This is an optimization exercise on Yosys and OpenROAD, whose aim is small area, not a production implementation. Function was not checked in any run shown here: the RTL went through the layout flow alone. No activity file was given, so power comes from the tool's default toggle rates.

`flow/flow/run.sh`:
```
#!/bin/bash
# Layout flow: the standard flow (standard.sh) with these changes to how the layout is built:
#  - synthesis is standard.sh's own, except that ABC maps the logic with an area-oriented
#    script (flow/abc_area_nf.script) instead of ORFS's abc_speed.script; the flip-flops,
#    their names and cell types come out as in the standard synthesis;
#  - the port buffers that buffer_ports inserts use the smallest buffer cell (buf_1);
#  - clock tree synthesis runs without dummy loads.
# Output: synth.log (synthesis), standard.log (the rest of the flow); ORFS's logs under orfs/logs.
set -euo pipefail
work=$(pwd)
rm -rf "$work/orfs_scripts"
cp -r "$FLOW_HOME/scripts" "$work/orfs_scripts"
cp "$work/flow/abc_area_nf.script" "$work/orfs_scripts/abc_speed.script"
SCRIPTS_DIR="$work/orfs_scripts" bash standard.sh synth > synth.log 2>&1
export BUFFER_PORTS_ARGS="-buffer_cell sky130_fd_sc_hd__buf_1"
export CTS_ARGS="-sink_clustering_enable -repair_clock_nets -dont_use_dummy_load"
bash standard.sh > standard.log 2>&1
```
`flow/flow/abc_area_nf.script`:
```
&get -n
&st
&dch
&nf -a
&put
```
`flow/standard.sh`:
```
#!/bin/bash
# synth_recipe.tcl (not shown) runs the flow's synth.tcl, then flattens the netlist and writes it again
# the make line also repeats each setting of config.mk as NAME=value (left out here)
make -C /OpenROAD-flow-scripts/flow DESIGN_CONFIG=/design/flow/config.mk WORK_HOME=/design/flow/orfs CLKGATE_MAP_FILE= SYNTH_SCRIPT=/design/flow/synth_recipe.tcl "${@:-finish}"
```
`flow/config.mk`:
```
export PLATFORM = sky130hd
export DESIGN_NAME = MemChecker
export DESIGN_NICKNAME = MemChecker
export VERILOG_FILES = /design/flow/design.v
export SDC_FILE = /design/flow/constraint.sdc
export NUM_CORES = 8
export LEC_CHECK = 0
export ABC_AREA = 0
export CAP_MARGIN = 30
export CORE_AREA = 3 3 422 422
export DIE_AREA = 0 0 425 425
export SLEW_MARGIN = 30
```
`flow/constraint.sdc`:
```
create_clock -name core_clock -period 10.0 [get_ports {clock}]
set_input_delay 2.0000 -clock core_clock [delete_from_list [all_inputs] [get_ports {clock}]]
set_output_delay 2.0000 -clock core_clock [all_outputs]
set_load 0.01 [all_outputs]
```
`flow/design.v`:
```
module MemCheckerInc #(parameter W = 32) (
  input  [W-1:0] a,
  input          ci,
  output [W-1:0] s
);
  wire [W:0] c;
  assign c[0] = ci;
  genvar i;
  generate
    for (i = 0; i < W; i = i + 1) begin : g
      assign s[i] = a[i] ^ c[i];
      assign c[i+1] = c[i] & a[i];
    end
  endgenerate
endmodule
module MemCheckerDec #(parameter W = 26) (
  input  [W-1:0] a,
  output [W-1:0] s
);
  wire [W:0] b;
  assign b[0] = 1'b1;
  genvar i;
  generate
    for (i = 0; i < W; i = i + 1) begin : g
      assign s[i] = a[i] ^ b[i];
      assign b[i+1] = b[i] & ~a[i];
    end
  endgenerate
endmodule
module MemCheckerWrPat #(parameter W = 26) (
  input  [2:0]   mode,
  input  [W-1:0] n,
  output [511:0] pat
);
  wire m1 = mode == 3'd1;
  wire m2 = mode == 3'd2;
  wire m3 = mode == 3'd3;
  wire m4 = mode == 3'd4;
  wire m5 = mode == 3'd5;
  wire m6 = mode == 3'd6;
  wire m7 = mode == 3'd7;
  wire walk = m2 | m3;
  wire G = m1 | m3 | (m4 & ~n[0]);
  wire [7:0] phi;
  wire [15:0] plo;
  wire [3:0] dl;
  genvar i, c, l;
  generate
    for (i = 0; i < 8; i = i + 1) begin : g_phi
      assign phi[i] = ~walk | (n[6:4] == i);
    end
    for (i = 0; i < 16; i = i + 1) begin : g_plo
      assign plo[i] = ~walk | (n[3:0] == i);
    end
    for (i = 0; i < 4; i = i + 1) begin : g_dl
      assign dl[i] = n[8:7] == i;
    end
  endgenerate
  wire [3:0] bU  = ({4{m2}} & ~dl) | ({4{m3}} & dl);
  wire [3:0] bA5 = bU | ({4{m5}} & 4'b0101);
  wire [3:0] bB5 = bU | ({4{m5}} & 4'b0011);
  wire [3:0] bA6 = bU | ({4{m6}} & 4'b0101);
  wire [3:0] bB6 = bU | ({4{m6}} & 4'b0011);
  wire [3:0] bA7 = bU | ({4{m7}} & 4'b0101);
  wire [3:0] bB7 = bU | ({4{m7}} & 4'b0011);
  generate
    for (c = 0; c < 128; c = c + 1) begin : g_col
      localparam integer B5 = c % 8;
      localparam integer B6 = c % 32;
      wire v5, v6, v7;
      if (B5 < 4) begin : g5c
        assign v5 = ((c >> (3 + B5)) & 1) ? m5 : 1'b0;
      end else if (B5 < 6) begin : g5m
        assign v5 = m5;
      end else begin : g5n
        assign v5 = m5 & n[B5 - 6];
      end
      if (B6 < 2) begin : g6c
        assign v6 = ((c >> (5 + B6)) & 1) ? m6 : 1'b0;
      end else if (B6 < 4) begin : g6m
        assign v6 = m6;
      end else if (B6 - 4 < W) begin : g6n
        assign v6 = m6 & n[B6 - 4];
      end else begin : g6z
        assign v6 = 1'b0;
      end
      if (c < 2) begin : g7m
        assign v7 = m7;
      end else if (c - 2 < W) begin : g7n
        assign v7 = m7 & n[c - 2];
      end else begin : g7z
        assign v7 = 1'b0;
      end
      wire a = phi[c / 16] & plo[c % 16];
      wire g = ~((m2 & a) | G | v5 | v6 | v7);
      wire [3:0] b = (B5 == 4) ? bA5 : (B5 == 5) ? bB5 : (B6 == 2) ? bA6 : (B6 == 3) ? bB6 :
                     (c == 0) ? bA7 : (c == 1) ? bB7 : bU;
      for (l = 0; l < 4; l = l + 1) begin : g_lane
        assign pat[128 * l + c] = ~((a & b[l]) | g);
      end
    end
  endgenerate
endmodule
module MemCheckerRdChk #(parameter W = 32) (
  input  [2:0]   mode,
  input  [W-1:0] n,
  input  [511:0] rd,
  output         match
);
  wire [127:0] A1, A0, MA, MB;    
  wire [3:0] R1, R0;              
  genvar c, i, l;
  generate
    for (c = 0; c < 128; c = c + 1) begin : g_col
      assign A1[c] = rd[c] & rd[128 + c] & rd[256 + c] & rd[384 + c];
      assign A0[c] = ~(rd[c] | rd[128 + c] | rd[256 + c] | rd[384 + c]);
      assign MA[c] = ~rd[c] & rd[128 + c] & ~rd[256 + c] & rd[384 + c];
      assign MB[c] = ~rd[c] & ~rd[128 + c] & rd[256 + c] & rd[384 + c];
    end
    for (l = 0; l < 4; l = l + 1) begin : g_row
      assign R1[l] = &rd[128 * l +: 128];
      assign R0[l] = ~|rd[128 * l +: 128];
    end
  endgenerate
  wire [7:0] T1, T0;
  wire [15:0] S1, S0;
  generate
    for (i = 0; i < 8; i = i + 1) begin : g_blk
      assign T1[i] = &A1[16 * i +: 16];
      assign T0[i] = &A0[16 * i +: 16];
    end
    for (i = 0; i < 16; i = i + 1) begin : g_str
      assign S1[i] = A1[i] & A1[16 + i] & A1[32 + i] & A1[48 + i] & A1[64 + i] & A1[80 + i] & A1[96 + i] & A1[112 + i];
      assign S0[i] = A0[i] & A0[16 + i] & A0[32 + i] & A0[48 + i] & A0[64 + i] & A0[80 + i] & A0[96 + i] & A0[112 + i];
    end
  endgenerate
  wire [7:0] dhi;
  wire [15:0] dlo;
  wire [3:0] dl;
  generate
    for (i = 0; i < 8; i = i + 1) begin : g_dhi
      assign dhi[i] = n[6:4] == i;
    end
    for (i = 0; i < 16; i = i + 1) begin : g_dlo
      assign dlo[i] = n[3:0] == i;
    end
    for (i = 0; i < 4; i = i + 1) begin : g_dl
      assign dl[i] = n[8:7] == i;
    end
  endgenerate
  wire match0 = &T0;
  wire match1 = &T1;
  wire match2 = (&(T0 | dhi)) & (&(S0 | dlo)) & (&(R0 ^ dl));
  wire match3 = (&(T1 | dhi)) & (&(S1 | dlo)) & (&(R1 ^ dl));
  wire match4 = n[0] ? match0 : match1;
  wire [127:0] leaf5;
  wire [1:0] grp5;
  generate
    for (c = 0; c < 128; c = c + 1) begin : g_l5
      localparam integer B5 = c % 8;
      if (B5 < 4) begin : gc
        assign leaf5[c] = ((c >> (3 + B5)) & 1) ? A1[c] : A0[c];
      end else if (B5 == 4) begin : ga
        assign leaf5[c] = MA[c];
      end else if (B5 == 5) begin : gb
        assign leaf5[c] = MB[c];
      end else begin : gn
        assign leaf5[c] = 1'b1;
      end
    end
    for (i = 0; i < 2; i = i + 1) begin : g_g5
      wire all1 = A1[6 + i] & A1[14 + i] & A1[22 + i] & A1[30 + i] & A1[38 + i] & A1[46 + i] & A1[54 + i] & A1[62 + i] &
                  A1[70 + i] & A1[78 + i] & A1[86 + i] & A1[94 + i] & A1[102 + i] & A1[110 + i] & A1[118 + i] & A1[126 + i];
      wire all0 = A0[6 + i] & A0[14 + i] & A0[22 + i] & A0[30 + i] & A0[38 + i] & A0[46 + i] & A0[54 + i] & A0[62 + i] &
                  A0[70 + i] & A0[78 + i] & A0[86 + i] & A0[94 + i] & A0[102 + i] & A0[110 + i] & A0[118 + i] & A0[126 + i];
      assign grp5[i] = n[i] ? all1 : all0;
    end
  endgenerate
  wire match5 = (&leaf5) & (&grp5);
  wire [31:0] grp6;
  generate
    for (i = 0; i < 32; i = i + 1) begin : g_g6
      wire all1 = A1[i] & A1[32 + i] & A1[64 + i] & A1[96 + i];
      wire all0 = A0[i] & A0[32 + i] & A0[64 + i] & A0[96 + i];
      if (i == 0) begin : g0
        assign grp6[i] = A0[0] & A1[32] & A0[64] & A1[96];
      end else if (i == 1) begin : g1
        assign grp6[i] = A0[1] & A0[33] & A1[65] & A1[97];
      end else if (i == 2) begin : g2
        assign grp6[i] = MA[2] & MA[34] & MA[66] & MA[98];
      end else if (i == 3) begin : g3
        assign grp6[i] = MB[3] & MB[35] & MB[67] & MB[99];
      end else if (i - 4 < W) begin : gn
        assign grp6[i] = n[i - 4] ? all1 : all0;
      end else begin : gz
        assign grp6[i] = all0;
      end
    end
  endgenerate
  wire match6 = &grp6;
  wire [127:0] leaf7;
  generate
    for (c = 0; c < 128; c = c + 1) begin : g_l7
      if (c == 0) begin : ga
        assign leaf7[c] = MA[0];
      end else if (c == 1) begin : gb
        assign leaf7[c] = MB[1];
      end else if (c - 2 < W) begin : gn
        assign leaf7[c] = n[c - 2] ? A1[c] : A0[c];
      end else begin : gz
        assign leaf7[c] = A0[c];
      end
    end
  endgenerate
  wire match7 = &leaf7;
  reg m;
  always @(*) begin
    case (mode)
      3'd0: m = match0;
      3'd1: m = match1;
      3'd2: m = match2;
      3'd3: m = match3;
      3'd4: m = match4;
      3'd5: m = match5;
      3'd6: m = match6;
      default: m = match7;
    endcase
  end
  assign match = m;
endmodule
module MemChecker(
  input          clock,
  input          reset,
  output [31:0]  io_mem_address,
  output [63:0]  io_mem_byteenable,
  output         io_mem_read,
  input  [511:0] io_mem_readdata,
  input  [1:0]   io_mem_response,
  output         io_mem_write,
  output [511:0] io_mem_writedata,
  input          io_mem_waitrequest,
  input          io_mem_readdatavalid,
  input          io_mem_writeresponsevalid,
  output [7:0]   io_mem_burstcount,
  output         io_ctrl_AW_ready,
  input          io_ctrl_AW_valid,
  input  [7:0]   io_ctrl_AW_bits_addr,
  input  [2:0]   io_ctrl_AW_bits_prot,
  output         io_ctrl_W_ready,
  input          io_ctrl_W_valid,
  input  [31:0]  io_ctrl_W_bits_wdata,
  input  [3:0]   io_ctrl_W_bits_wstrb,
  input          io_ctrl_B_ready,
  output         io_ctrl_B_valid,
  output [1:0]   io_ctrl_B_bits,
  output         io_ctrl_AR_ready,
  input          io_ctrl_AR_valid,
  input  [7:0]   io_ctrl_AR_bits_addr,
  input  [2:0]   io_ctrl_AR_bits_prot,
  input          io_ctrl_R_ready,
  output         io_ctrl_R_valid,
  output [31:0]  io_ctrl_R_bits_rdata,
  output [1:0]   io_ctrl_R_bits_rresp
);
  reg         reset_d;     
  always @(posedge clock) reset_d <= reset;
  reg  [1:0]  state_wr;    
  reg         wr_en;
  reg  [5:0]  wr_addr;
  reg  [31:0] wr_data;
  reg  [1:0]  state_rd;    
  reg  [5:0]  rd_addr;
  reg  [31:0] rd_data;
  wire wr_s0 = state_wr == 2'd0;
  wire wr_s1 = state_wr == 2'd1;
  wire wr_s2 = state_wr == 2'd2;
  wire wr_s3 = state_wr == 2'd3;
  wire aw_rdy = wr_s0 | wr_s2;
  wire w_rdy  = wr_s0 | wr_s1;
  always @(posedge clock) begin
    if (reset) begin
      state_wr <= 2'd0;
    end else begin
      case (state_wr)
        2'd0: state_wr <= io_ctrl_AW_valid ? (io_ctrl_W_valid ? 2'd3 : 2'd1) : (io_ctrl_W_valid ? 2'd2 : 2'd0);
        2'd1: if (io_ctrl_W_valid) state_wr <= 2'd3;
        2'd2: if (io_ctrl_AW_valid) state_wr <= 2'd3;
        default: if (io_ctrl_B_ready) state_wr <= 2'd0;
      endcase
    end
    wr_en <= (wr_s0 & io_ctrl_AW_valid & io_ctrl_W_valid) | (wr_s1 & io_ctrl_W_valid) | (wr_s2 & io_ctrl_AW_valid);
    if (aw_rdy) wr_addr <= io_ctrl_AW_bits_addr[7:2];
    if (w_rdy) wr_data <= io_ctrl_W_bits_wdata;
    if (reset) begin
      state_rd <= 2'd0;
    end else begin
      case (state_rd)
        2'd0: if (io_ctrl_AR_valid) state_rd <= 2'd1;
        2'd1: state_rd <= 2'd2;
        default: if (io_ctrl_R_ready) state_rd <= 2'd0;
      endcase
    end
    if (state_rd == 2'd0) rd_addr <= io_ctrl_AR_bits_addr[7:2];
  end
  assign io_ctrl_AW_ready = aw_rdy;
  assign io_ctrl_W_ready = w_rdy;
  assign io_ctrl_B_valid = wr_s3;
  assign io_ctrl_B_bits = 2'd0;
  assign io_ctrl_AR_ready = state_rd == 2'd0;
  assign io_ctrl_R_valid = state_rd == 2'd2;
  assign io_ctrl_R_bits_rdata = rd_data;
  assign io_ctrl_R_bits_rresp = 2'd0;
  reg        ctrl_dir;
  reg  [2:0] ctrl_mode;
  reg        rd_status, wr_status;
  reg        rd_start, wr_start;
  reg [63:0] rd_base, wr_base;
  reg [31:0] rd_len, wr_len;
  wire we_ctrl   = wr_en & (wr_addr == 6'h04);
  wire we_rstat  = wr_en & (wr_addr == 6'h08);
  wire we_rctrl  = wr_en & (wr_addr == 6'h09);
  wire we_radlo  = wr_en & (wr_addr == 6'h0a);
  wire we_radhi  = wr_en & (wr_addr == 6'h0b);
  wire we_rlen   = wr_en & (wr_addr == 6'h0c);
  wire we_wstat  = wr_en & (wr_addr == 6'h18);
  wire we_wctrl  = wr_en & (wr_addr == 6'h19);
  wire we_wadlo  = wr_en & (wr_addr == 6'h1a);
  wire we_wadhi  = wr_en & (wr_addr == 6'h1b);
  wire we_wlen   = wr_en & (wr_addr == 6'h1c);
  wire r_done, w_done;
  wire [31:0] wd = wr_data & {32{~reset}};
  always @(posedge clock) begin
    if (we_ctrl | reset) begin
      ctrl_dir <= wd[0];
      ctrl_mode <= wd[10:8];
    end
    if (we_radlo | reset) rd_base[31:0] <= wd;
    if (we_radhi | reset) rd_base[63:32] <= wd;
    if (we_rlen | reset) rd_len <= wd;
    if (we_wadlo | reset) wr_base[31:0] <= wd;
    if (we_wadhi | reset) wr_base[63:32] <= wd;
    if (we_wlen | reset) wr_len <= wd;
    if (reset) begin
      rd_status <= 1'b0;
      wr_status <= 1'b0;
      rd_start <= 1'b0;
      wr_start <= 1'b0;
    end else begin
      rd_status <= (rd_status & ~(we_rstat & wr_data[0])) | r_done;
      wr_status <= (wr_status & ~(we_wstat & wr_data[0])) | w_done;
      rd_start <= we_rctrl & wr_data[0];
      wr_start <= we_wctrl & wr_data[0];
    end
  end
  reg  [1:0]  w_state;     
  reg  [31:0] w_addr;
  reg  [25:0] w_len;       
  reg  [25:0] w_n;         
  reg         w_prev, w_en, w_en_d, w_init_d, w_incr_d;
  reg  [31:0] w_sresp, w_sdur;
  wire w_busy = w_state != 2'd0;
  wire w_init = (w_state == 2'd0) & wr_start;
  wire w_acc  = w_busy & ~io_mem_waitrequest;
  wire [25:0] w_n_inc;
  wire w_eqhi = w_n_inc[25:6] == w_len[25:6];
  wire w_last = w_eqhi & (w_n_inc[5:0] == w_len[5:0]);
  wire w_eob  = w_last | (&w_n[5:0]);
  wire [19:0] w_page_inc;
  MemCheckerInc #(.W(20)) u_wpage (.a(w_addr[31:12]), .ci(1'b1), .s(w_page_inc));
  MemCheckerInc #(.W(26)) u_wn (.a(w_n), .ci(w_acc), .s(w_n_inc));
  wire [31:0] w_sresp_inc, w_sdur_inc;
  MemCheckerInc #(.W(32)) u_wresp (.a(w_sresp), .ci(w_incr_d), .s(w_sresp_inc));
  MemCheckerInc #(.W(32)) u_wdur (.a(w_sdur), .ci(w_en_d), .s(w_sdur_inc));
  assign w_done = w_prev & ~w_busy;
  always @(posedge clock) begin
    if (reset) begin
      w_state <= 2'd0;
    end else begin
      case (w_state)
        2'd0: if (wr_start) w_state <= 2'd1;
        2'd1: if (~io_mem_waitrequest) w_state <= w_last ? 2'd0 : 2'd2;
        default: if (~io_mem_waitrequest & w_eob) w_state <= w_last ? 2'd0 : 2'd1;
      endcase
    end
    if (w_init) w_addr <= wr_base[31:0];
    else if ((w_state == 2'd2) & ~io_mem_waitrequest & w_eob & ~w_last) w_addr[31:12] <= w_page_inc;
    if (w_init) w_len <= wr_len[31:6];
    w_n <= w_init ? 26'd0 : w_n_inc;
    w_prev <= w_busy;
    if (reset) w_en <= 1'b0;
    else w_en <= w_init | (~w_done & w_en);
    w_en_d <= w_en;
    w_init_d <= w_init;
    w_incr_d <= w_busy & io_mem_writeresponsevalid & (io_mem_response == 2'd0);
    if (reset_d | w_init_d) w_sresp <= 32'd0;
    else w_sresp <= w_sresp_inc;
    if (reset_d | (~w_en_d & w_init_d)) w_sdur <= 32'd0;
    else w_sdur <= w_sdur_inc;
  end
  wire [7:0] w_bc = w_eqhi ? {2'd0, w_len[5:0]} : 8'd64;
  reg  [1:0]  r_state;
  reg  [31:0] r_addr;
  reg  [25:0] r_rem;
  reg  [5:0]  r_cyc;
  reg         r_prev, r_en, r_en_d, r_incr_d;
  reg  [31:0] r_sresp, r_sdur;
  reg  [2:0]  mode_q;
  reg         c_init_d1, c_init_d2, c_inc_d1, c_inc_d2, c_ok, c_ok_d;
  reg  [31:0] s_tot, s_ok;
  wire r_busy = r_state != 2'd0;
  wire r_init = (r_state == 2'd0) & rd_start;
  wire r_inc  = r_busy & io_mem_readdatavalid;
  wire r_beat = (r_state == 2'd2) & io_mem_readdatavalid;
  wire r_eob  = r_cyc == 6'd0;
  wire [25:0] r_rem_dec;
  MemCheckerDec #(.W(26)) u_rdec (.a(r_init ? rd_len[31:6] : r_rem), .s(r_rem_dec));
  wire [19:0] r_page_inc;
  MemCheckerInc #(.W(20)) u_rpage (.a(r_addr[31:12]), .ci(1'b1), .s(r_page_inc));
  wire [5:0] r_cyc_dec;
  MemCheckerDec #(.W(6)) u_rcyc (.a(r_cyc), .s(r_cyc_dec));
  wire [6:0] r_cyc_p1;
  MemCheckerInc #(.W(7)) u_rbc (.a({1'b0, r_cyc}), .ci(1'b1), .s(r_cyc_p1));
  wire [31:0] r_sresp_inc, r_sdur_inc;
  MemCheckerInc #(.W(32)) u_rresp (.a(r_sresp), .ci(r_incr_d), .s(r_sresp_inc));
  MemCheckerInc #(.W(32)) u_rdur (.a(r_sdur), .ci(r_en_d), .s(r_sdur_inc));
  wire [5:0]  r_cyc_new = r_rem_dec[5:0] | {6{|r_rem_dec[25:6]}};
  assign r_done = r_prev & ~r_busy;
  always @(posedge clock) begin
    if (reset) begin
      r_state <= 2'd0;
    end else begin
      case (r_state)
        2'd0: if (rd_start) r_state <= 2'd1;
        2'd1: if (~io_mem_waitrequest) r_state <= r_eob ? 2'd0 : 2'd2;
        default: if (r_beat & r_eob) r_state <= (r_rem == 26'd0) ? 2'd0 : 2'd1;
      endcase
    end
    if (r_init) r_addr <= rd_base[31:0];
    else if (r_beat & r_eob) r_addr[31:12] <= r_page_inc;
    if (r_init | r_beat) r_rem <= r_rem_dec;
    if (r_init | (r_beat & r_eob)) r_cyc <= r_cyc_new;
    else if (r_beat) r_cyc <= r_cyc_dec;
    r_prev <= r_busy;
    if (reset) r_en <= 1'b0;
    else r_en <= r_init | (~r_done & r_en);
    r_en_d <= r_en;
    r_incr_d <= r_inc & (io_mem_response == 2'd0);
    if (reset_d | c_init_d1) r_sresp <= 32'd0;
    else r_sresp <= r_sresp_inc;
    if (reset_d | (~r_en_d & c_init_d1)) r_sdur <= 32'd0;
    else r_sdur <= r_sdur_inc;
  end
  wire [31:0] s_tot_inc, s_ok_inc, n_r_inc;
  MemCheckerInc #(.W(32)) u_tot (.a(s_tot), .ci(c_inc_d2), .s(s_tot_inc));
  MemCheckerInc #(.W(32)) u_ok (.a(s_ok), .ci(c_ok_d), .s(s_ok_inc));
  wire [31:0] tot_now = (reset_d | c_init_d2) ? 32'd0 : s_tot_inc;
  MemCheckerInc #(.W(32)) u_nr (.a(tot_now), .ci(c_inc_d1), .s(n_r_inc));
  wire [31:0] n_r = c_init_d1 ? 32'd0 : n_r_inc;
  wire r_match;
  MemCheckerRdChk #(.W(32)) u_rchk (.mode(mode_q), .n(n_r), .rd(io_mem_readdata), .match(r_match));
  always @(posedge clock) begin
    mode_q <= ctrl_mode;
    c_init_d1 <= r_init;
    c_init_d2 <= c_init_d1;
    c_inc_d1 <= r_inc;
    c_inc_d2 <= c_inc_d1;
    c_ok <= r_inc & r_match;
    c_ok_d <= c_ok;
    s_tot <= tot_now;
    if (reset_d | c_init_d2) s_ok <= 32'd0;
    else s_ok <= s_ok_inc;
  end
  MemCheckerWrPat #(.W(26)) u_wpat (.mode(mode_q), .n(w_n), .pat(io_mem_writedata));
  wire w_cmd = w_state == 2'd1;
  wire r_cmd = r_state == 2'd1;
  assign io_mem_address = ctrl_dir ? (w_cmd ? w_addr : 32'd0) : (r_cmd ? r_addr : 32'd0);
  assign io_mem_burstcount = ctrl_dir ? (w_cmd ? w_bc : 8'd0) : (r_cmd ? {1'b0, r_cyc_p1} : 8'd0);
  assign io_mem_byteenable = 64'hffffffffffffffff;
  assign io_mem_read = r_cmd;
  assign io_mem_write = w_busy;
  always @(posedge clock) begin
    if (state_rd == 2'd1) begin
      case (rd_addr)
        6'h00: rd_data <= 32'h3e3c8ec8;
        6'h01: rd_data <= 32'h00010003;
        6'h02: rd_data <= 32'h00004040;
        6'h04: rd_data <= {21'd0, ctrl_mode, 7'd0, ctrl_dir};
        6'h08: rd_data <= {31'd0, rd_status};
        6'h0a: rd_data <= rd_base[31:0];
        6'h0b: rd_data <= rd_base[63:32];
        6'h0c: rd_data <= rd_len;
        6'h0d: rd_data <= r_sresp;
        6'h0e: rd_data <= r_sdur;
        6'h18: rd_data <= {31'd0, wr_status};
        6'h1a: rd_data <= wr_base[31:0];
        6'h1b: rd_data <= wr_base[63:32];
        6'h1c: rd_data <= wr_len;
        6'h1d: rd_data <= w_sresp;
        6'h1e: rd_data <= w_sdur;
        6'h28: rd_data <= s_tot;
        6'h29: rd_data <= s_ok;
        default: rd_data <= 32'd0;
      endcase
    end
  end
endmodule
```
==> flow_metrics.py, run 1 <==
metrics = {
    "sta": {
        "fin_crit_sh_pct": 97.7,
        "finClkSkew_ns": 0.0688,
        "hold_viol_final": 0,
        "max_freq_mhz": 102,
        "rsz0062_at_grt": "false",
        "relSlewSlack_pct": 21.1,
        "setup_viol": 0,
        "worst_slew_pin_slew_ns": 1.17,
        "setup_ws_ns": 0.235,
        "finalMaxSlewViolations": 0,
        "period_minus_slack_ns": 9.77,
    },
    "logic_synthesis": {
        "ys_ff_latch": 644,
        "synth_top_family_by_area": "simple AND/OR/NAND/NOR gates",
        "synth.avg_cell_area_um2": 9.99,
        "yosys_warnings": 2,
        "synth_compound_area_share_pct": 17.8,
        "async_flop_share_pct": 0,
        "seq_area_frac_synth_pct": 43.5,
        "synth_xor_area_share_pct": 0.951,
        "muxShareOfSynthArea_pct": 0.728,
        "syn_area_um2": 38700,
        "synth_edf_count": 394,
        "synthAdderAreaFrac_pct": 10.2,
        "syn_inst": 3870,
        "synth_flop_cell": "edfxtp_1",
        "synth-simple-area-share_pct": 24.9,
        "synth.distinct_cells": 63,
    },
    "finish": {
        "stdcell_count": 7644,
        "regArea_um2": 16800,
        "final_cell_area_um2": 50400,
        "final_util_pct": 29.0,
        "multi_input_area_um2": 22900,
        "fin_nets": 6167,
        "fillerInstances": 18712,
        "reg_top3": "rd_base: 64 flops, wr_base: 64 flops",
        "area_growth_syn_to_layout_pct": 30.5,
        "drive_above_1_share_pct": 8.68,
    },
    "route": {
        "num_vias": 46259,
        "detail_route.wl_per_cell_um": 41.7,
        "wl_um": 319000,
        "drc_errors": 0,
        "drt_iter0_drc": 6348,
        "dr.pass1.iters": 10,
        "antenna_left": 0,
        "via_per_inst": 6.05,
    },
    "floorplan": {
        "die_h_um": 425,
        "io_pins": 1241,
        "die_area_um2": 181000,
        "die_w_um": 425,
        "rows": 153,
        "coreArea_um2": 174000,
        "start_util_pct": 22.2,
    },
    "outcome": {
        "status": "complete, no violations",
    },
    "grt": {
        "grt_usage_pct": 33.4,
        "grt_pass1_vias": 43162,
        "grt_max_degree": 104,
        "antenna_found_initial": 71,
        "grt_pass1_wl_um": 408000,
        "grt-busiest-layer": "met2",
        "use_met1_pct": 39.9,
        "overflow": 0,
        "met2_usage_pct": 53.8,
        "global_route.usage.met3_pct": 6.71,
    },
    "cts": {
        "ctsHoldBuffers": 0,
        "numCtsBuffers": 67,
        "cts-root-buf": "clkbuf_16",
        "clock_latency_ns": 0.62,
        "cts_buffer_depth": 3,
        "clock_sinks": 644,
        "htreeDepth": 3,
        "clkTransAtPathRegs_ns": 0.06,
        "tritoncts": "yes",
    },
    "power": {
        "peakVddDrop_v": 0.000224,
        "power.density_nw_per_um2": 191,
        "p_leak_nw": 17.0,
        "p_total_mw": 9.63,
    },
    "critical_path": {
        "critPathArrivalTime_ns": 7.77,
        "critPathLaunchType": "input pin",
        "crit_fanout": 8,
        "cpMaxStageDelayCell": "nor3_4",
        "path_class": "input pin to output port",
        "worstPathRequired_ns": 8.00,
        "critPathMaxStageDelay_ns": 0.23,
        "endpoint_kind": "output port",
    },
    "placed_design": {
        "place_hpwl_um": 267000,
        "placed_cell_area_um2": 48200,
        "numPortBuffers": 1157,
        "post-place-cells": 7522,
        "dp_slack_ns": -0.774,
        "gp_congestion": 1.04,
    },
    "flow_run": {
        "cap_violations": 0,
    },
    "min_path": {
        "hp-class": "register to register",
    },
}
-- cell usage after synthesis, types with 10 or more instances --
master | n | area [um^2]
mux2i_1 | 27 | 270
a21o_1 | 12 | 90.1
nor4_1 | 411 | 2570
or2_0 | 13 | 81.3
edfxtp_1 | 394 | 11800
xor2_1 | 23 | 201
or4_1 | 13 | 97.6
ha_1 | 315 | 3940
a222oi_1 | 95 | 951
nand4_1 | 416 | 2600
nor2_1 | 97 | 364
a22o_1 | 36 | 315
a32o_1 | 19 | 190
o21ai_0 | 62 | 310
nand3_1 | 49 | 245
clkinv_1 | 47 | 176
a21boi_0 | 11 | 82.6
nand2_1 | 293 | 1100
a22oi_1 | 10 | 75.1
and3_1 | 34 | 213
a31oi_1 | 548 | 3430
nand2b_1 | 24 | 150
a21oi_1 | 132 | 661
a31o_1 | 12 | 105
a221oi_1 | 25 | 219
buf_4 | 69 | 518
nor3_1 | 42 | 210
xnor2_1 | 19 | 166
and2_0 | 231 | 1450
dfxtp_1 | 250 | 5000
nor2b_1 | 53 | 332
-- worst paths after layout --
path	to	depth (start not counted)	start	slack (ns)
worst min register to register	r_en_d	0	r_en	0.33
worst max register to register	c_ok	39	reset_d	1.75
worst max-delay path	io_mem_burstcount[4]	34	io_mem_waitrequest	0.23
worst min-delay path	r_en_d	0	r_en	0.33
-- worst max-delay path, delay by kind of cell --
kind                     cells  cell delay (ns)
adder cells (fa/ha/maj)     25             4.28
buffers and inverters        3             0.42
AO/OA/AOI/OAI                1             0.18
XOR/XNOR                     1             0.17
AND/OR/NAND/NOR              4             0.69
-- cell usage in the layout (no fill, tap or decap), drive strengths merged, types with 6 or more instances in the layout --
master / n
nor2: 97
a31oi: 548
nand2b: 24
nor4: 411
nand4: 416
xor2: 23
nand2: 293
nor3: 42
a22oi: 10
a21boi: 11
o22ai: 8
nor2b: 53
and4: 6
a32o: 19
a21oi: 132
nand3: 49
and2: 231
or4: 13
edfxtp: 394
or2: 13
ha: 315
o21ai: 62
a22o: 36
a31o: 12
a21o: 12
a211oi: 6
nor3b: 7
clkbuf: 68
buf: 1332
clkinv: 46
o21bai: 7
mux2i: 27
conb: 69
a222oi: 95
xnor2: 19
and3: 34
a221oi: 25
dfxtp: 250
diode: 51
-- repair_timing --
item | CTS | global route
endpoints found under the hold margin | 0 | 0
pin swaps | 7 | 4
buffers inserted | 0 | 0
cloned | 0 | 0
setup endpoints to repair | 7 | 7
resized for setup | 36 | 12
-- where the power goes --
group          switching [mW]  total (mW)  internal [mW]
logic                    3.25        4.20          0.954
registers               0.156        3.29           3.14
clock network           0.962        2.14           1.18
-- kinds of logic (layout without fill, tap and decap cells) --
family	count (synthesis)	after routing
flip-flops	644	644
AND/OR/NAND/NOR	1703	1703
XOR/XNOR	42	42
buffers and inverters	116	1447
other	2	120
adder cells (fa/ha/maj)	315	315
AO/OA/AOI/OAI	1020	1020
multiplexers	28	28
-- metal layers --
metal,wire [um],share of wire (%)
met5,112,0.035
met4,26800,8.4
met2,145000,46
met1,120000,38
met3,26600,8.3
-- per-stage QoR --
step                      TNS (ns)  hold WS [ns]
after floorplan                  0         0.310
after global placement       -5.49         0.344
after detailed placement     -5.24         0.328
after CTS                        0         0.342
after global routing             0         0.337
final                            0         0.331
-- final cells by class --
type	count	share of cell area (%)
multi-input combinational	3177	45.4
sequential	644	33.4
tap	2325	5.77
inverter	47	0.352
timing repair buffer	1333	11.5
clock buffer	67	3.32
antenna	51	0.253
==> inputs of run 2 (changes only) <==
--- a/flow/design.v
+++ b/flow/design.v
@@ -354,19 +354,20 @@
   end
   reg  [1:0]  w_state;     
   reg  [31:0] w_addr;
-  reg  [25:0] w_len;       
+  reg  [25:0] w_rem;       
   reg  [25:0] w_n;         
   reg         w_prev, w_en, w_en_d, w_init_d, w_incr_d;
   reg  [31:0] w_sresp, w_sdur;
   wire w_busy = w_state != 2'd0;
   wire w_init = (w_state == 2'd0) & wr_start;
   wire w_acc  = w_busy & ~io_mem_waitrequest;
-  wire [25:0] w_n_inc;
-  wire w_eqhi = w_n_inc[25:6] == w_len[25:6];
-  wire w_last = w_eqhi & (w_n_inc[5:0] == w_len[5:0]);
+  wire w_last = w_rem == 26'd0;
   wire w_eob  = w_last | (&w_n[5:0]);
+  wire [25:0] w_rem_dec;
+  MemCheckerDec #(.W(26)) u_wdec (.a(w_init ? wr_len[31:6] : w_rem), .s(w_rem_dec));
   wire [19:0] w_page_inc;
   MemCheckerInc #(.W(20)) u_wpage (.a(w_addr[31:12]), .ci(1'b1), .s(w_page_inc));
+  wire [25:0] w_n_inc;
   MemCheckerInc #(.W(26)) u_wn (.a(w_n), .ci(w_acc), .s(w_n_inc));
   wire [31:0] w_sresp_inc, w_sdur_inc;
   MemCheckerInc #(.W(32)) u_wresp (.a(w_sresp), .ci(w_incr_d), .s(w_sresp_inc));
@@ -384,7 +385,7 @@
     end
     if (w_init) w_addr <= wr_base[31:0];
     else if ((w_state == 2'd2) & ~io_mem_waitrequest & w_eob & ~w_last) w_addr[31:12] <= w_page_inc;
-    if (w_init) w_len <= wr_len[31:6];
+    if (w_init | w_acc) w_rem <= w_rem_dec;
     w_n <= w_init ? 26'd0 : w_n_inc;
     w_prev <= w_busy;
     if (reset) w_en <= 1'b0;
@@ -397,7 +398,10 @@
     if (reset_d | (~w_en_d & w_init_d)) w_sdur <= 32'd0;
     else w_sdur <= w_sdur_inc;
   end
-  wire [7:0] w_bc = w_eqhi ? {2'd0, w_len[5:0]} : 8'd64;
+  wire w_ge63 = (|w_rem[25:6]) | (&w_rem[5:0]);
+  wire [6:0] w_rem_p1;
+  MemCheckerInc #(.W(7)) u_wbc (.a({1'b0, w_rem[5:0]}), .ci(1'b1), .s(w_rem_p1));
+  wire [7:0] w_bc = w_ge63 ? 8'd64 : {1'b0, w_rem_p1};
   reg  [1:0]  r_state;
   reg  [31:0] r_addr;
   reg  [25:0] r_rem;
==> flow/flow/run.sh (replaced) <==
#!/bin/bash
# Layout flow: the standard flow (standard.sh), with two changes to how the layout is built:
#  - the port buffers that buffer_ports inserts use the smallest buffer cell (buf_1) instead of
#    the cell buffer_ports picks by itself (clkdlybuf4s50_1);
#  - clock tree synthesis runs without dummy loads.
# Each tool's output goes to standard.log in the work folder; ORFS's own logs stay under orfs/logs.
set -euo pipefail
export BUFFER_PORTS_ARGS="-buffer_cell sky130_fd_sc_hd__buf_1"
export CTS_ARGS="-sink_clustering_enable -repair_clock_nets -dont_use_dummy_load"
bash standard.sh > standard.log 2>&1
--- a/flow/config.mk
+++ b/flow/config.mk
@@ -7,6 +7,6 @@
 export LEC_CHECK = 0
 export ABC_AREA = 0
 export CAP_MARGIN = 30
-export CORE_AREA = 3 3 422 422
-export DIE_AREA = 0 0 425 425
+export CORE_AREA = 3 3 647 197
+export DIE_AREA = 0 0 650 200
 export SLEW_MARGIN = 30
removed: flow/flow/abc_area_nf.script
==> run 2 against run 1 <==
Still clean. Clock skew grew 0.021 ns. Non-clock buffer count increased by 23. First-iteration DRC count is 89% higher. Combinational power rose by 7.9%. Critical path type is now register to register. Highest routed layer unchanged. Global-route usage is 20 points higher. Worst hold slack got worse by 0.0087 ns. Via count is 15% higher. Worst setup slack better by 0.91 ns. Sequential power grew 4%.
==> flow_metrics.py, run 2 <==
metrics = {
    "logic_synthesis": {
        "synth_top_family_by_area": "simple AND/OR/NAND/NOR gates",
        "yosys_warnings": 2,
        "muxShareOfSynthArea_pct": 2.30,
        "synth.avg_cell_area_um2": 9.46,
        "seq_area_frac_synth_pct": 41.0,
        "synth_edf_count": 394,
        "synthAdderAreaFrac_pct": 10.5,
        "synth.distinct_cells": 70,
        "syn_area_um2": 41100,
        "syn_inst": 4339,
        "synth_top_area_share_pct": 28.8,
        "synth_flop_cell": "edfxtp_1",
        "synth_compound_area_share_pct": 17.9,
        "synth-simple-area-share_pct": 22.9,
        "async_flop_share_pct": 0,
        "synth_xor_area_share_pct": 0.363,
        "yosysMostFrequentCell": "a31oi_1",
        "ys_top_cells_by_count": "a31oi_1, edfxtp_1, nor4_1, nand4_1, ha_1",
        "ys_ff_latch": 644,
        "ys_top_cells_by_area": "edfxtp_1, dfxtp_1, ha_1",
        "synth_area_leader_cell": "edfxtp_1",
    },
    "critical_path": {
        "critPathMaxStageDelay_ns": 0.74,
        "cp_top_family": "adder cells",
        "critPathBufInv": 1,
        "r2r_slack_ns": 1.15,
        "crit_fanout": 26,
        "worstPathRequired_ns": 10.50,
        "worstReg2RegStart": "reset_d",
        "path_class": "register to register",
        "cpMostUsedCell": "ha_1",
        "critPathLaunch": "reset_d",
        "cpMaxStageDelayCell": "a2111oi_0",
        "critPathArrivalTime_ns": 9.35,
        "endpoint_kind": "register",
        "critPathLaunchType": "register",
    },
    "route": {
        "wl_um": 371000,
        "num_vias": 53134,
        "antenna_left": 0,
        "drc_errors": 0,
        "dr.pass1.iters": 13,
        "via_per_inst": 7.42,
        "drt_iter0_drc": 11998,
        "detail_route.wl_per_cell_um": 51.7,
    },
    "flow_run": {
        "cap_violations": 0,
    },
    "sta": {
        "fin_crit_sh_pct": 88.5,
        "relSlewSlack_pct": 8.18,
        "finalSetupTns_ns": 0,
        "hold_viol_final": 0,
        "max_freq_mhz": 113,
        "finalMaxSlewViolations": 0,
        "rsz0062_at_grt": "false",
        "setup_viol": 0,
        "finClkSkew_ns": 0.0901,
        "worst_slew_pin_slew_ns": 1.37,
        "period_minus_slack_ns": 8.85,
    },
    "placed_design": {
        "place_hpwl_um": 307000,
        "post-place-cells": 7035,
        "numPortBuffers": 1157,
        "gp_congestion": 1.15,
    },
    "floorplan": {
        "die_area_um2": 130000,
        "die_h_um": 200,
        "start_util_pct": 33.5,
        "io_pins": 1241,
        "die_w_um": 650,
        "rows": 70,
        "coreArea_um2": 123000,
    },
    "grt": {
        "grt_max_degree": 104,
        "grt_pass1_wl_um": 458000,
        "grt_pass1_vias": 45862,
        "overflow": 0,
        "antenna_found_initial": 74,
        "grt_usage_pct": 53.6,
    },
    "min_path": {
        "hp-class": "register to register",
        "min_from": "c_inc_d1",
    },
    "finish": {
        "mostFrequentLayoutCells": "buf_1, a31oi_1, edfxtp_1",
        "final_common_cell": "buf_1",
        "final_util_pct": 41.0,
        "reg_top3": "rd_base: 64 flops, wr_base: 64 flops",
        "area_growth_syn_to_layout_pct": 22.4,
        "stdcell_count": 7162,
        "drive_above_1_share_pct": 7.70,
        "fin_nets": 6361,
    },
    "cts": {
        "htreeDepth": 2,
        "postCtsSetupRepairBufs": 0,
        "tritoncts": "yes",
        "ctsHoldBuffers": 0,
        "clock_latency_ns": 0.66,
        "numCtsBuffers": 51,
        "post_cts_resized": 0,
        "cts-root-buf": "clkbuf_16",
        "clkTransAtPathRegs_ns": 0.07,
        "cts_buffer_depth": 3,
        "clock_sinks": 644,
    },
    "power": {
        "p_leak_nw": 18.5,
        "peakVddDrop_v": 0.000123,
        "power.density_nw_per_um2": 195,
    },
    "outcome": {
        "status": "complete, no violations",
    },
}
## run 2: cell types whose count changed after synthesis, moves of 41 or more
cell | previous run | this run
mux2i_1 | 27 | 91
inv_1 | 0 | 91
clkbuf_1 | 0 | 282
a221oi_1 | 25 | 80
and2_1 | 0 | 231
nand4_1 | 416 | 363
a222oi_1 | 95 | 15
and2_0 | 231 | 0
nor2_1 | 97 | 138
clkinv_1 | 47 | 5
## run 2: power breakdown
group | internal (mW) | switching [mW] | total [mW]
Combinational | 0.976 | 3.56 | 4.53
Clock | 0.895 | 0.946 | 1.84
Sequential | 3.12 | 0.291 | 3.41
## run 2: metal layers
metal | global-route usage, % | up-vias | part of all wire, %
met1 | 67.2 | 26289 | 38
met4 | 25.7 | 61 | 6.5
met5 | 10.4 | - | 0.57
met2 | 66.6 | 5874 | 35
li1 | - | 19594 | -
met3 | 37.8 | 1316 | 20
## run 2: area by class of cell
class | instances | area (um^2)
Timing Repair Buffer | 1356 | 5980
Clock buffer | 51 | 1280
Multi-Input combinational cell | 3285 | 23500
Inverter | 96 | 360
Antenna cell | 74 | 185
Fill cell | 12183 | 72300
Sequential cell | 644 | 16800
Tap cell | 1656 | 2070
## run 2: worst register-to-register path: cells and delay by family (launching register included)
kind | cells | cell delay, ns
AND/OR/NAND/NOR | 6 | 1.32
buffers and inverters | 1 | 0.27
adder cells (fa/ha/maj) | 28 | 5.46
flip-flops | 1 | 0.73
AO/OA/AOI/OAI | 2 | 0.94
## run 2: final timing paths
path,cells after the start,endpoint
max,37,c_ok
min,0,c_inc_d2
max reg2reg,37,c_ok
min reg2reg,0,c_inc_d2
## run 2: cells by family (layout without fill, tap and decap cells)
kind of cell,after synthesis,count (layout)
other,2,143
DFF,644,644
adders and majority gates,345,345
AOI/OAI and AO/OA,1097,1097
and+or+nand+nor,1663,1663
muxes,94,94
xor gates and xnor gates,17,17
buffers and inverters,477,1503
## run 2: per-stage QoR
stage	area [um^2]	total power, mW	worst slack [ns]	hold WS, ns
2_1_floorplan	41300	5.05	2.55	0.310
3_3_place_gp	48200	7.45	1.95	0.344
3_5_place_dp	48600	7.52	1.67	0.350
4_1_cts	49800	9.29	1.56	0.327
5_1_grt	50100	9.75	1.04	0.339
6_report	50200	9.78	1.15	0.322
==> inputs of run 3 (changes only) <==
--- a/flow/design.v
+++ b/flow/design.v
@@ -328,28 +328,33 @@
   wire we_wadhi  = wr_en & (wr_addr == 6'h1b);
   wire we_wlen   = wr_en & (wr_addr == 6'h1c);
   wire r_done, w_done;
-  wire [31:0] wd = wr_data & {32{~reset}};
   always @(posedge clock) begin
-    if (we_ctrl | reset) begin
-      ctrl_dir <= wd[0];
-      ctrl_mode <= wd[10:8];
-    end
-    if (we_radlo | reset) rd_base[31:0] <= wd;
-    if (we_radhi | reset) rd_base[63:32] <= wd;
-    if (we_rlen | reset) rd_len <= wd;
-    if (we_wadlo | reset) wr_base[31:0] <= wd;
-    if (we_wadhi | reset) wr_base[63:32] <= wd;
-    if (we_wlen | reset) wr_len <= wd;
     if (reset) begin
+      ctrl_dir <= 1'b0;
+      ctrl_mode <= 3'd0;
       rd_status <= 1'b0;
       wr_status <= 1'b0;
       rd_start <= 1'b0;
       wr_start <= 1'b0;
+      rd_base <= 64'd0;
+      wr_base <= 64'd0;
+      rd_len <= 32'd0;
+      wr_len <= 32'd0;
     end else begin
+      if (we_ctrl) begin
+        ctrl_dir <= wr_data[0];
+        ctrl_mode <= wr_data[10:8];
+      end
       rd_status <= (rd_status & ~(we_rstat & wr_data[0])) | r_done;
       wr_status <= (wr_status & ~(we_wstat & wr_data[0])) | w_done;
       rd_start <= we_rctrl & wr_data[0];
       wr_start <= we_wctrl & wr_data[0];
+      if (we_radlo) rd_base[31:0] <= wr_data;
+      if (we_radhi) rd_base[63:32] <= wr_data;
+      if (we_rlen) rd_len <= wr_data;
+      if (we_wadlo) wr_base[31:0] <= wr_data;
+      if (we_wadhi) wr_base[63:32] <= wr_data;
+      if (we_wlen) wr_len <= wr_data;
     end
   end
   reg  [1:0]  w_state;     
@@ -363,15 +368,7 @@
   wire w_acc  = w_busy & ~io_mem_waitrequest;
   wire w_last = w_rem == 26'd0;
   wire w_eob  = w_last | (&w_n[5:0]);
-  wire [25:0] w_rem_dec;
-  MemCheckerDec #(.W(26)) u_wdec (.a(w_init ? wr_len[31:6] : w_rem), .s(w_rem_dec));
-  wire [19:0] w_page_inc;
-  MemCheckerInc #(.W(20)) u_wpage (.a(w_addr[31:12]), .ci(1'b1), .s(w_page_inc));
-  wire [25:0] w_n_inc;
-  MemCheckerInc #(.W(26)) u_wn (.a(w_n), .ci(w_acc), .s(w_n_inc));
-  wire [31:0] w_sresp_inc, w_sdur_inc;
-  MemCheckerInc #(.W(32)) u_wresp (.a(w_sresp), .ci(w_incr_d), .s(w_sresp_inc));
-  MemCheckerInc #(.W(32)) u_wdur (.a(w_sdur), .ci(w_en_d), .s(w_sdur_inc));
+  wire [25:0] w_rem_dec = (w_init ? wr_len[31:6] : w_rem) - 26'd1;
   assign w_done = w_prev & ~w_busy;
   always @(posedge clock) begin
     if (reset) begin
@@ -384,9 +381,10 @@
       endcase
     end
     if (w_init) w_addr <= wr_base[31:0];
-    else if ((w_state == 2'd2) & ~io_mem_waitrequest & w_eob & ~w_last) w_addr[31:12] <= w_page_inc;
+    else if ((w_state == 2'd2) & ~io_mem_waitrequest & w_eob & ~w_last) w_addr[31:12] <= w_addr[31:12] + 20'd1;
     if (w_init | w_acc) w_rem <= w_rem_dec;
-    w_n <= w_init ? 26'd0 : w_n_inc;
+    if (w_init) w_n <= 26'd0;
+    else if (w_acc) w_n <= w_n + 26'd1;
     w_prev <= w_busy;
     if (reset) w_en <= 1'b0;
     else w_en <= w_init | (~w_done & w_en);
@@ -394,14 +392,13 @@
     w_init_d <= w_init;
     w_incr_d <= w_busy & io_mem_writeresponsevalid & (io_mem_response == 2'd0);
     if (reset_d | w_init_d) w_sresp <= 32'd0;
-    else w_sresp <= w_sresp_inc;
-    if (reset_d | (~w_en_d & w_init_d)) w_sdur <= 32'd0;
-    else w_sdur <= w_sdur_inc;
+    else if (w_incr_d) w_sresp <= w_sresp + 32'd1;
+    if (reset_d) w_sdur <= 32'd0;
+    else if (w_en_d) w_sdur <= w_sdur + 32'd1;
+    else if (w_init_d) w_sdur <= 32'd0;
   end
   wire w_ge63 = (|w_rem[25:6]) | (&w_rem[5:0]);
-  wire [6:0] w_rem_p1;
-  MemCheckerInc #(.W(7)) u_wbc (.a({1'b0, w_rem[5:0]}), .ci(1'b1), .s(w_rem_p1));
-  wire [7:0] w_bc = w_ge63 ? 8'd64 : {1'b0, w_rem_p1};
+  wire [7:0] w_bc = w_ge63 ? 8'd64 : {2'd0, w_rem[5:0]} + 8'd1;
   reg  [1:0]  r_state;
   reg  [31:0] r_addr;
   reg  [25:0] r_rem;
@@ -416,17 +413,7 @@
   wire r_inc  = r_busy & io_mem_readdatavalid;
   wire r_beat = (r_state == 2'd2) & io_mem_readdatavalid;
   wire r_eob  = r_cyc == 6'd0;
-  wire [25:0] r_rem_dec;
-  MemCheckerDec #(.W(26)) u_rdec (.a(r_init ? rd_len[31:6] : r_rem), .s(r_rem_dec));
-  wire [19:0] r_page_inc;
-  MemCheckerInc #(.W(20)) u_rpage (.a(r_addr[31:12]), .ci(1'b1), .s(r_page_inc));
-  wire [5:0] r_cyc_dec;
-  MemCheckerDec #(.W(6)) u_rcyc (.a(r_cyc), .s(r_cyc_dec));
-  wire [6:0] r_cyc_p1;
-  MemCheckerInc #(.W(7)) u_rbc (.a({1'b0, r_cyc}), .ci(1'b1), .s(r_cyc_p1));
-  wire [31:0] r_sresp_inc, r_sdur_inc;
-  MemCheckerInc #(.W(32)) u_rresp (.a(r_sresp), .ci(r_incr_d), .s(r_sresp_inc));
-  MemCheckerInc #(.W(32)) u_rdur (.a(r_sdur), .ci(r_en_d), .s(r_sdur_inc));
+  wire [25:0] r_rem_dec = (r_init ? rd_len[31:6] : r_rem) - 26'd1;
   wire [5:0]  r_cyc_new = r_rem_dec[5:0] | {6{|r_rem_dec[25:6]}};
   assign r_done = r_prev & ~r_busy;
   always @(posedge clock) begin
@@ -440,26 +427,23 @@
       endcase
     end
     if (r_init) r_addr <= rd_base[31:0];
-    else if (r_beat & r_eob) r_addr[31:12] <= r_page_inc;
+    else if (r_beat & r_eob) r_addr[31:12] <= r_addr[31:12] + 20'd1;
     if (r_init | r_beat) r_rem <= r_rem_dec;
     if (r_init | (r_beat & r_eob)) r_cyc <= r_cyc_new;
-    else if (r_beat) r_cyc <= r_cyc_dec;
+    else if (r_beat) r_cyc <= r_cyc - 6'd1;
     r_prev <= r_busy;
     if (reset) r_en <= 1'b0;
     else r_en <= r_init | (~r_done & r_en);
     r_en_d <= r_en;
     r_incr_d <= r_inc & (io_mem_response == 2'd0);
     if (reset_d | c_init_d1) r_sresp <= 32'd0;
-    else r_sresp <= r_sresp_inc;
-    if (reset_d | (~r_en_d & c_init_d1)) r_sdur <= 32'd0;
-    else r_sdur <= r_sdur_inc;
+    else if (r_incr_d) r_sresp <= r_sresp + 32'd1;
+    if (reset_d) r_sdur <= 32'd0;
+    else if (r_en_d) r_sdur <= r_sdur + 32'd1;
+    else if (c_init_d1) r_sdur <= 32'd0;
   end
-  wire [31:0] s_tot_inc, s_ok_inc, n_r_inc;
-  MemCheckerInc #(.W(32)) u_tot (.a(s_tot), .ci(c_inc_d2), .s(s_tot_inc));
-  MemCheckerInc #(.W(32)) u_ok (.a(s_ok), .ci(c_ok_d), .s(s_ok_inc));
-  wire [31:0] tot_now = (reset_d | c_init_d2) ? 32'd0 : s_tot_inc;
-  MemCheckerInc #(.W(32)) u_nr (.a(tot_now), .ci(c_inc_d1), .s(n_r_inc));
-  wire [31:0] n_r = c_init_d1 ? 32'd0 : n_r_inc;
+  wire [31:0] tot_now = (reset_d | c_init_d2) ? 32'd0 : s_tot + {31'd0, c_inc_d2};
+  wire [31:0] n_r = c_init_d1 ? 32'd0 : tot_now + {31'd0, c_inc_d1};
   wire r_match;
   MemCheckerRdChk #(.W(32)) u_rchk (.mode(mode_q), .n(n_r), .rd(io_mem_readdata), .match(r_match));
   always @(posedge clock) begin
@@ -472,13 +456,13 @@
     c_ok_d <= c_ok;
     s_tot <= tot_now;
     if (reset_d | c_init_d2) s_ok <= 32'd0;
-    else s_ok <= s_ok_inc;
+    else if (c_ok_d) s_ok <= s_ok + 32'd1;
   end
   MemCheckerWrPat #(.W(26)) u_wpat (.mode(mode_q), .n(w_n), .pat(io_mem_writedata));
   wire w_cmd = w_state == 2'd1;
   wire r_cmd = r_state == 2'd1;
   assign io_mem_address = ctrl_dir ? (w_cmd ? w_addr : 32'd0) : (r_cmd ? r_addr : 32'd0);
-  assign io_mem_burstcount = ctrl_dir ? (w_cmd ? w_bc : 8'd0) : (r_cmd ? {1'b0, r_cyc_p1} : 8'd0);
+  assign io_mem_burstcount = ctrl_dir ? (w_cmd ? w_bc : 8'd0) : (r_cmd ? {2'd0, r_cyc} + 8'd1 : 8'd0);
   assign io_mem_byteenable = 64'hffffffffffffffff;
   assign io_mem_read = r_cmd;
   assign io_mem_write = w_busy;
==> flow/run.sh (new file) <==
#!/bin/bash
# synth_recipe.tcl (not shown) runs the flow's synth.tcl, then flattens the netlist and writes it again
# the make line also repeats each setting of config.mk as NAME=value (left out here)
make -C /OpenROAD-flow-scripts/flow DESIGN_CONFIG=/design/flow/config.mk WORK_HOME=/design/flow/orfs CLKGATE_MAP_FILE= SYNTH_SCRIPT=/design/flow/synth_recipe.tcl finish
--- a/flow/config.mk
+++ b/flow/config.mk
@@ -7,6 +7,6 @@
 export LEC_CHECK = 0
 export ABC_AREA = 0
 export CAP_MARGIN = 30
-export CORE_AREA = 3 3 647 197
-export DIE_AREA = 0 0 650 200
+export CORE_MARGIN = 2
+export CORE_UTILIZATION = 40
 export SLEW_MARGIN = 30
removed: flow/flow/run.sh
removed: flow/standard.sh
==> run 3 against run 2 <==
Synthesized cell count is 35% higher. Synthesized area increased by 8.4%. The run now fails in I/O pin placement.
==> flow_metrics.py, run 3 <==
metrics = {
    "outcome": {
        "status": "stopped before the end",
        "haltStage": "I/O pin placement",
        "stop_error": "[ERROR PPL-0024] Number of IO pins (1241) exceeds maximum number of available positions (1218). Increase the die perimeter from 1350.42um to 1687.76um.",
    },
    "floorplan": {
        "die_w_um": 338,
        "rows": 122,
        "die_h_um": 338,
        "start_util_pct": 40.3,
    },
    "logic_synthesis": {
        "ys_top_cells_by_count": "nand2_1, a21oi_1, nor2_1, dfxtp_1, nand4_1",
        "synth.distinct_cells": 98,
        "yosys_warnings": 2,
        "async_flop_share_pct": 0,
        "ys_ff_latch": 644,
        "synth_edf_count": 198,
        "synth_top_area_share_pct": 20.1,
        "ys_top_cells_by_area": "dfxtp_1, edfxtp_1, a21oi_1",
        "syn_inst": 5841,
        "synth_flop_cell": "dfxtp_1",
        "seq_area_frac_synth_pct": 33.4,
        "syn_area_um2": 44500,
        "yosysMostFrequentCell": "nand2_1",
        "synth_area_leader_cell": "dfxtp_1",
        "synth.avg_cell_area_um2": 7.62,
    },
}
## run 3: cells by family after synthesis
| group | count (synthesis) | share of synthesized area, % |
|---|---|---|
| and+or+nand+nor | 2755 | 32.0 |
| AOI/OAI and AO/OA | 1526 | 21.0 |
| DFF | 644 | 33.4 |
| buffers and inverters | 514 | 5.00 |
| xor gates and xnor gates | 217 | 4.27 |
| muxes | 157 | 3.61 |
| adders and majority gates | 26 | 0.731 |
| other | 2 | 0.0169 |
==> inputs of run 4 (changes only) <==
--- a/flow/config.mk
+++ b/flow/config.mk
@@ -7,6 +7,6 @@
 export LEC_CHECK = 0
 export ABC_AREA = 0
 export CAP_MARGIN = 30
-export CORE_MARGIN = 2
-export CORE_UTILIZATION = 40
+export CORE_AREA = 3 3 422 422
+export DIE_AREA = 0 0 425 425
 export SLEW_MARGIN = 30
==> run 4 against run 3 <==
Synthesized area did not move. Synthesized cell count did not move. Now clean on timing, DRC and antenna.
==> flow_metrics.py, run 4 <==
metrics = {
    "finish": {
        "area_growth_syn_to_layout_pct": 41.4,
        "stdcell_count": 9374,
        "fillerInstances": 18199,
        "reg_top3": "rd_base: 64 flops, wr_base: 64 flops",
        "final_cell_area_um2": 63000,
        "final_common_cell": "clkdlybuf4s50_1",
        "fin_nets": 7543,
        "drive_above_1_share_pct": 9.12,
        "mostFrequentLayoutCells": "clkdlybuf4s50_1, nand2_1, a21oi_1",
    },
    "outcome": {
        "status": "complete, no violations",
    },
    "route": {
        "detail_route.wl_per_cell_um": 43.5,
        "antenna_left": 0,
        "wl_um": 408000,
        "via_per_inst": 6.32,
        "drc_errors": 0,
        "dr.pass1.iters": 6,
        "drt_iter0_drc": 8073,
        "num_vias": 59258,
    },
    "grt": {
        "grt_pass1_vias": 54234,
        "grt_usage_pct": 42.9,
        "grt_pass1_wl_um": 523000,
        "grt_max_degree": 128,
        "antenna_found_initial": 78,
        "overflow": 0,
    },
    "critical_path": {
        "critPathArrivalTime_ns": 5.34,
        "critPathLaunchType": "register",
        "crit_fanout": 28,
        "path_class": "register to output port",
        "worstPathRequired_ns": 8.00,
        "endpoint_kind": "output port",
    },
    "logic_synthesis": {
        "synth_flop_cell": "dfxtp_1",
        "ys_ff_latch": 644,
        "synth_area_leader_cell": "dfxtp_1",
        "synth_top_area_share_pct": 20.1,
        "async_flop_share_pct": 0,
        "synth_top_family_by_area": "simple AND/OR/NAND/NOR gates",
        "yosysMostFrequentCell": "nand2_1",
        "synth.distinct_cells": 98,
        "ys_top_cells_by_count": "nand2_1, a21oi_1, nor2_1, dfxtp_1, nand4_1",
        "ys_top_cells_by_area": "dfxtp_1, edfxtp_1, a21oi_1",
        "syn_inst": 5841,
        "syn_area_um2": 44500,
        "synth_edf_count": 198,
        "seq_area_frac_synth_pct": 33.4,
        "synth.avg_cell_area_um2": 7.62,
        "synthAdderAreaFrac_pct": 0.731,
        "yosys_warnings": 2,
        "synth_compound_area_share_pct": 21.0,
        "muxShareOfSynthArea_pct": 3.61,
        "synth-simple-area-share_pct": 32.0,
        "synth_xor_area_share_pct": 4.27,
    },
    "floorplan": {
        "die_area_um2": 181000,
        "die_w_um": 425,
        "die_h_um": 425,
        "io_pins": 1241,
        "coreArea_um2": 174000,
        "rows": 153,
        "start_util_pct": 25.6,
    },
    "power": {
        "power.density_nw_per_um2": 119,
        "p_leak_nw": 20.3,
        "peakVddDrop_v": 0.000111,
    },
    "cts": {
        "cts_buffer_depth": 3,
        "clock_sinks": 644,
        "post_cts_resized": 0,
        "postCtsSetupRepairBufs": 0,
        "cts-root-buf": "clkbuf_16",
        "htreeDepth": 3,
        "clkTransAtPathRegs_ns": 0.06,
        "tritoncts": "yes",
        "ctsHoldBuffers": 0,
        "numCtsBuffers": 75,
        "clock_latency_ns": 0.66,
    },
    "placed_design": {
        "place_hpwl_um": 341000,
        "gp_congestion": 1.07,
        "placed_cell_area_um2": 60200,
        "numPortBuffers": 1157,
        "post-place-cells": 9180,
    },
    "min_path": {
        "hp-class": "register to register",
    },
    "sta": {
        "rsz0062_at_grt": "false",
        "finClkSkew_ns": 0.0414,
        "period_minus_slack_ns": 7.34,
        "setup_viol": 0,
        "finalSetupTns_ns": 0,
        "hold_viol_final": 0,
        "worst_slew_pin_slew_ns": 1.18,
        "fin_crit_sh_pct": 73.4,
        "relSlewSlack_pct": 20.7,
        "max_freq_mhz": 136,
        "finalMaxSlewViolations": 0,
    },
    "flow_run": {
        "cap_violations": 0,
    },
}
-- run 4: cell counts after synthesis --
No cell type changed its count.
-- run 4: logic make-up (layout without fill, tap and decap cells) --
| family | count (synthesis) | after routing |
|---|---|---|
| compound gates | 1526 | 1526 |
| buf+inv | 514 | 1600 |
| other cells | 2 | 124 |
| simple gates | 2755 | 2755 |
| flops | 644 | 644 |
| xor+xnor | 217 | 217 |
| fa+ha+maj | 26 | 26 |
| mux | 157 | 157 |
-- run 4: metal layers --
| layer | up-vias | part of all wire, % | global-route usage (%) |
|---|---|---|---|
| met5 | - | 0.062 | 0 |
| met4 | 40 | 11 | 40.0 |
| met3 | 1130 | 9.4 | 11.5 |
| met2 | 4286 | 43 | 65.6 |
| met1 | 29344 | 36 | 48.5 |
| li1 | 24458 | - | - |
-- run 4: metrics by stage --
step | utilization (%) | hold slack [ns] | worst slack [ns] | power [mW]
floorplan | - | 0.310 | 4.41 | 3.46
global placement | 34.3 | 0.345 | 3.04 | 4.65
detailed placement | 34.5 | 0.352 | 3.02 | 4.67
CTS | 36.0 | 0.361 | 2.93 | 7.42
global route | 36.1 | 0.368 | 2.61 | 7.61
finish | 36.1 | 0.360 | 2.66 | 7.48
-- run 4: final cells by class --
type / count / area [um^2] / area share [%]
clock inverter: 39 / 398 / 0.632
sequential: 644 / 14900 / 23.6
clock buffer: 97 / 2080 / 3.30
antenna: 55 / 138 / 0.219
timing repair buffer: 1390 / 13500 / 21.4
tap: 2325 / 2910 / 4.62
multi-input combinational: 4750 / 28800 / 45.8
inverter: 74 / 280 / 0.445
-- run 4: power by group --
part | switching [mW] | internal (mW)
logic | 1.05 | 0.548
clock network | 1.20 | 1.59
registers | 0.270 | 2.83
-- run 4: final timing paths --
check	from	cells past startpoint	to	slack, ns
worst min-delay path	c_inc_d1	0	c_inc_d2	0.36
worst min register to register	c_inc_d1	0	c_inc_d2	0.36
worst max register to register	s_tot[0]	13	c_ok	4.24
worst max-delay path	mode_q[2]	9	io_mem_writedata[177]	2.66
-- run 4: critical path, cell delays in order (launching register included) --
cell and delay (ns):
dfxtp_1 0.30, buf_4 0.28, nor3b_2 0.65, a21o_1 0.21, buf_4 0.29, nand2b_1 0.73, a21o_1 0.38, a31oi_1 0.18
a31oi_1 0.85, clkdlybuf4s50_1 0.79
==> inputs of run 5 (changes only) <==
--- a/flow/config.mk
+++ b/flow/config.mk
@@ -7,6 +7,6 @@
 export LEC_CHECK = 0
 export ABC_AREA = 0
 export CAP_MARGIN = 30
-export CORE_AREA = 3 3 422 422
-export DIE_AREA = 0 0 425 425
+export CORE_AREA = 3 3 647 197
+export DIE_AREA = 0 0 650 200
 export SLEW_MARGIN = 30
==> run 5 against run 4 <==
First-iteration DRC count rose by 67%. Sequential share of layout area rose by 1.1 points. Register-to-register slack got worse by 0.19 ns. Critical path depth fell by 2. Core utilization rose by 13 points. Critical path type unchanged.
==> flow_metrics.py, run 5 <==
metrics = {
    "sta": {
        "finClkSkew_ns": 0.0707,
        "whs_ns": 0.364,
        "fin_crit_sh_pct": 76.9,
        "hold_viol_final": 0,
        "worst_slew_pin_slew_ns": 1.25,
        "rsz0062_at_grt": "false",
        "finalSetupTns_ns": 0,
        "max_freq_mhz": 130,
        "finalMaxSlewViolations": 0,
        "relSlewSlack_pct": 16.4,
        "period_minus_slack_ns": 7.69,
        "setup_ws_ns": 2.31,
        "setup_viol": 0,
    },
    "cts": {
        "clock_sinks": 644,
        "ctsHoldBuffers": 0,
        "numCtsBuffers": 50,
        "clkTransAtPathRegs_ns": 0.07,
        "post_cts_resized": 0,
        "clock_latency_ns": 0.68,
        "cts-root-buf": "clkbuf_16",
        "tritoncts": "yes",
        "cts_buffer_depth": 3,
        "postCtsSetupRepairBufs": 0,
        "htreeDepth": 2,
    },
    "critical_path": {
        "worstPathRequired_ns": 8.00,
        "cpMostUsedCell": "a21o_1",
        "path_class": "register to output port",
        "cpMaxStageDelayCell": "a21oi_1",
        "crit_chain": "nor3b_2, a21o_1, nand2b_1, a21o_1, a221oi_1, a21oi_1, clkdlybuf4s50_1",
        "critPathArrivalTime_ns": 5.69,
        "endpoint_kind": "output port",
        "r2r_slack_ns": 4.05,
        "crit_fanout": 35,
        "cp_top_family": "compound AO/OA/AOI/OAI gates",
        "critPathBufInv": 1,
        "critPathMaxStageDelay_ns": 0.86,
        "critPathLaunchType": "register",
    },
    "flow_run": {
        "cap_violations": 0,
    },
    "finish": {
        "mostFrequentLayoutCells": "clkdlybuf4s50_1, nand2_1, a21oi_1",
        "final_util_pct": 49.0,
        "final_common_cell": "clkdlybuf4s50_1",
        "final_cell_area_um2": 60100,
        "area_growth_syn_to_layout_pct": 35.0,
        "stdcell_count": 8528,
        "drive_above_1_share_pct": 6.24,
        "fin_nets": 7414,
        "reg_top3": "rd_base: 64 flops, wr_base: 64 flops",
    },
    "logic_synthesis": {
        "syn_area_um2": 44500,
        "ys_top_cells_by_count": "nand2_1, a21oi_1, nor2_1, dfxtp_1, nand4_1",
        "synth.avg_cell_area_um2": 7.62,
        "synth_edf_count": 198,
        "yosysMostFrequentCell": "nand2_1",
        "ys_top_cells_by_area": "dfxtp_1, edfxtp_1, a21oi_1",
        "yosys_warnings": 2,
        "seq_area_frac_synth_pct": 33.4,
        "synth_flop_cell": "dfxtp_1",
        "syn_inst": 5841,
        "synth.distinct_cells": 98,
        "async_flop_share_pct": 0,
        "ys_ff_latch": 644,
        "synth_top_area_share_pct": 20.1,
        "synth_area_leader_cell": "dfxtp_1",
    },
    "floorplan": {
        "rows": 70,
        "start_util_pct": 36.3,
        "coreArea_um2": 123000,
        "die_w_um": 650,
        "io_pins": 1241,
        "die_area_um2": 130000,
        "die_h_um": 200,
    },
    "power": {
        "p_leak_nw": 19.4,
        "p_total_mw": 6.86,
        "peakVddDrop_v": 0.000150,
        "power.density_nw_per_um2": 114,
    },
    "grt": {
        "grt_pass1_vias": 53861,
        "overflow": 0,
        "grt_max_degree": 102,
        "antenna_found_initial": 50,
        "grt_usage_pct": 50.5,
        "grt_pass1_wl_um": 456000,
    },
    "route": {
        "via_per_inst": 7.19,
        "detail_route.wl_per_cell_um": 41.0,
        "drt_iter0_drc": 13517,
        "drc_errors": 0,
        "wl_um": 350000,
        "antenna_left": 0,
        "num_vias": 61354,
        "dr.pass1.iters": 13,
    },
    "min_path": {
        "hp-class": "register to register",
    },
    "placed_design": {
        "gp_congestion": 1.17,
        "post-place-cells": 8405,
        "place_hpwl_um": 291000,
        "dp_slack_ns": 3.15,
        "placed_cell_area_um2": 58000,
        "numPortBuffers": 1157,
    },
    "outcome": {
        "status": "complete, no violations",
    },
}
-- run 5: routing by layer --
| metal | global-route usage (%) | vias up | share of wire (%) |
|---|---|---|---|
| li1 | - | 24177 | - |
| met1 | 66.1 | 29693 | 39 |
| met2 | 65.8 | 6214 | 37 |
| met3 | 27.4 | 1224 | 18 |
| met4 | 25.5 | 46 | 6.5 |
| met5 | 0.555 | - | 0.17 |
-- run 5: power by group --
part / internal, mW / switching [mW]
clock network: 1.18 / 1.10
logic: 0.526 / 0.957
registers: 2.82 / 0.266
total: 4.53 / 2.33
-- run 5: worst paths after layout --
kind | start | end | cells past startpoint
max | mode_q[0] | io_mem_writedata[396] | 7
min | c_inc_d1 | c_inc_d2 | 0
max reg2reg | r_state[1] | r_cyc[5] | 15
min reg2reg | c_inc_d1 | c_inc_d2 | 0
-- run 5: area by class of cell --
cell class,count,area [um^2]
Tap cell,1656,2070
Inverter,74,280
Fill cell,11449,62500
Clock buffer,59,1340
Timing Repair Buffer,1286,12700
Clock inverter,35,462
Antenna cell,24,60.1
Multi-Input combinational cell,4750,28300
Sequential cell,644,14900
-- run 5: kinds of logic (layout without fill, tap and decap cells) --
group	count (synthesis)	in the layout	share of synthesized area, %
adders and majority gates	26	26	0.731
other	2	93	0.0169
AOI/OAI and AO/OA	1526	1526	21.0
and+or+nand+nor	2755	2755	32.0
xor gates and xnor gates	217	217	4.27
muxes	157	157	3.61
DFF	644	644	33.4
buffers and inverters	514	1454	5.00

Setup slack of run 5, layout unchanged: 2.313 ns with ideal ports, 2.215 ns with driving cells assumed (clock clkbuf_16, inputs buf_2), 2.744 ns with port delays also shifted by the 0.741 ns mid clock arrival.
